Context: an optimization exercise on an open-source flow, tuned for small area. The choices shown serve that exercise and are no tape-out recipe.
In this exercise RTL edits were held to simulation tests only and were not proved equivalent to the original.
No driver is modelled on the clock port, so clocking that relies on it looks cheaper here than on a real chip.
No activity file was given, so power comes from the tool's default toggle rates.

## top
module top(
    input clk,
    input rst,
    output [8:0] RAM_address,
    output [7:0] RAM_data_in,
    input  [7:0] RAM_data_out,
    output RAM_rw
);
    localparam [2:0] CA = 3'd0;   
    localparam [2:0] CJ = 3'd1;   
    localparam [2:0] CE = 3'd3;   
    localparam [2:0] CI = 3'd2;   
    localparam [2:0] CL = 3'd4;   
    localparam [2:0] CS = 3'd6;   
    localparam [2:0] OADD = 3'd0, OSUB = 3'd2, OAND = 3'd4, OOR = 3'd5,
                     OSLT = 3'd3, OXOR = 3'd6, OSHL = 3'd1, OSHR = 3'd7;
    wire [2:0] ph;
    wire [3:0] stp;
    wire clr, cur;
    wire [2:0] cls;
    wire as, sload, we, pcw, zcmp, zld, ald, opx, opf, rw, last, region;
    wire [1:0] k, fsel;
    wire [2:0] dsrc;
    wire g;
    ctl u_ctl(.clk(clk), .rst(rst), .dm(RAM_data_out), .ph(ph), .stp(stp), .clr(clr), .cur(cur),
              .cls(cls), .as(as), .k(k), .fsel(fsel), .dsrc(dsrc), .sload(sload), .we(we), .pcw(pcw),
              .zcmp(zcmp), .zld(zld), .ald(ald), .opx(opx), .opf(opf), .rw(rw), .region(region), .g(g));
    wire [2:0] S;
    reg  [2:0] f;
    always @* begin
        case (fsel)
            2'd0: f = RAM_data_out[2:0];
            2'd1: f = RAM_data_out[7:5];
            2'd2: f = RAM_data_out[5:3];
            default: f = S;
        endcase
    end
    wire P, wbit;
    rf u_rf(.clk(clk), .f(f), .we(we), .clr(clr), .wbit(wbit), .P(P));
    wire pc_out, pcnew;
    wire [2:0] op;
    pcop u_pcop(.clk(clk), .cur(cur), .clr(clr), .ph(ph), .pcw(pcw), .pcnew(pcnew), .pc_out(pc_out),
                .dm(RAM_data_out), .opx(opx), .opf(opf), .op(op));
    dp u_dp(.clk(clk), .ph(ph), .stp(stp), .cls(cls), .clr(clr), .dm(RAM_data_out), .P(P), .pc_out(pc_out),
            .op(op), .as(as), .k(k), .dsrc(dsrc), .sload(sload), .pcw(pcw), .zcmp(zcmp), .zld(zld),
            .ald(ald), .region(region), .S(S), .wbit(wbit), .pcnew(pcnew),
  ...
Size: roughly 470 cells after synthesis, ~170 flip-flops, roughly 28 I/O pins.
export LEC_CHECK = 0
export ABC_AREA = 1
export CAP_MARGIN = 20
export CORE_MARGIN = 2
export CORE_UTILIZATION = 55
export PLACE_DENSITY = 0.85
export SLEW_MARGIN = 20
create_clock -name core_clock -period 5.0 [get_ports {clk}]
standard.sh (not shown) runs the stock make flow with config.mk's settings and CLKGATE_MAP_FILE= SYNTH_SCRIPT=/design/flow/synth_recipe.tcl, a recipe that flattens the netlist after the stock synthesis.
==> flow/flow/run.sh <==
#!/bin/bash
# The standard layout (standard.sh) with these changes:
#  - synthesis maps the logic with the area-oriented ABC script in
#    flow/abc_area.script and without the full-adder extraction (same
#    Yosys passes otherwise, same registers and names);
#  - each port gets the smallest buffer (buf_1);
#  - the clock tree is built from clkbuf_8 without dummy loads, and right
#    after it is built each clock buffer is swapped for the smallest clock
#    buffer that keeps every flip-flop clock pin's slew under a margin
#    (flow/clkbuf_downsize.tcl).
# The ORFS logs of every step stay under orfs/logs; make's output goes to
# standard.log here.
set -e
rm -rf scripts_area
cp -r "$FLOW_HOME/scripts" scripts_area
cp flow/abc_area.script scripts_area/abc_area.script
cp flow/clkbuf_downsize.tcl scripts_area/clkbuf_downsize.tcl
sed -i 's|^log_cmd clock_tree_synthesis {\*}\$cts_args$|&\nsource $::env(SCRIPTS_DIR)/clkbuf_downsize.tcl|' scripts_area/cts.tcl
grep -q clkbuf_downsize scripts_area/cts.tcl
export SCRIPTS_DIR="$PWD/scripts_area"
export ADDER_MAP_FILE=
export BUFFER_PORTS_ARGS="-buffer_cell sky130_fd_sc_hd__buf_1"
export CTS_ARGS="-sink_clustering_enable -repair_clock_nets -dont_use_dummy_load -buf_list sky130_fd_sc_hd__clkbuf_8"
bash standard.sh > standard.log 2>&1
==> flow/flow/abc_area.script <==
strash
ifraig
scorr
dc2
strash
dch -f
amap
==> flow/flow/clkbuf_downsize.tcl <==
proc clkds_worst_slew {} {
  set worst 0
  foreach pin [get_pins -hierarchical */CLK] {
    set s [get_property $pin slew_max]
    if { $s > $worst } { set worst $s }
  }
  return $worst
}
proc clkds_net_slew { net } {
  set worst 0
  foreach it [$net getITerms] {
    if { [[$it getMTerm] getName] == "CLK" } {
      set s [get_property [get_pins [$it getName]] slew_max]
      if { $s > $worst } { set worst $s }
    }
  }
  return $worst
}
set clkds_lim 0.110
estimate_parasitics -placement
set clkds_start [clkds_worst_slew]
puts "clkbuf_downsize: worst flip-flop clock slew before: $clkds_start"
foreach clkds_inst [[ord::get_db_block] getInsts] {
  set clkds_master [[$clkds_inst getMaster] getName]
  if { ![string match sky130_fd_sc_hd__clkbuf_* $clkds_master] } { continue }
  set clkds_name [$clkds_inst getName]
  set clkds_net [[$clkds_inst findITerm X] getNet]
  set clkds_leaf 0
  foreach clkds_it [$clkds_net getITerms] {
    if { [[$clkds_it getMTerm] getName] == "CLK" } { set clkds_leaf 1 }
  }
  if { $clkds_leaf } {
    set clkds_cands {sky130_fd_sc_hd__clkbuf_4}
  } else {
    set clkds_cands {sky130_fd_sc_hd__clkbuf_2 sky130_fd_sc_hd__clkbuf_4}
  }
  foreach clkds_cand $clkds_cands {
    if { $clkds_cand == $clkds_master } { break }
    replace_cell [get_cells $clkds_name] $clkds_cand
    estimate_parasitics -placement
    set clkds_ok 1
    if { $clkds_leaf && [clkds_net_slew $clkds_net] > $clkds_lim } { set clkds_ok 0 }
    if { [clkds_worst_slew] > [expr { max($clkds_lim, $clkds_start) }] } { set clkds_ok 0 }
    if { $clkds_ok } {
      puts "clkbuf_downsize: $clkds_name $clkds_master -> $clkds_cand"
      break
    }
    replace_cell [get_cells $clkds_name] $clkds_master
    estimate_parasitics -placement
  }
}
puts "clkbuf_downsize: worst flip-flop clock slew after: [clkds_worst_slew]"
Change:
==> flow/flow/abc_area.script (replaced) <==
strash
ifraig
scorr
dc2
dc2
strash
dch -f
amap -F 3 -A 8
--- a/flow/flow/clkbuf_downsize.tcl
+++ b/flow/flow/clkbuf_downsize.tcl
@@ -19 +19 @@
-set clkds_lim 0.110
+set clkds_lim 0.105
Outcome: Sequential power barely changes. Wire length fell slightly. Worst setup slack got worse by 0.064 ns. Flip-flop and latch count does not change. Worst hold slack is about the same. Fmax fell slightly. Critical path depth stays the same. Cell count fell slightly. Design area barely changes. Via count rose slightly.

[static timing again, ports no longer ideal]
Ports are ideal in the flow. The routed layouts listed here were re-timed in OpenROAD. Step 1 assumes that a clkbuf_16 drives the clock port and a buf_2 every other input. Step 2 adds t to the input delays and takes it off the output delays; t is the mean of the earliest and latest rising clock arrival at the registers after step 1. Input paths then give back, and output paths get back, about the clock's delay inside the block. Three values: ideal ports, drivers, drivers and shift; two values: the first two.
run	t (ns)	setup WS [ns]	worst hold slack (ns)	worst register clock-pin slew, ns
the first run	0.714	0.494 / 0.494 / 0.494	0.300 / 0.300 / 0.300	0.11 / 0.11
the second run	0.435	0.431 / 0.431 / 0.431	0.302 / 0.302 / 0.302	0.10 / 0.10
After both steps setup and hold are still met in every run listed.
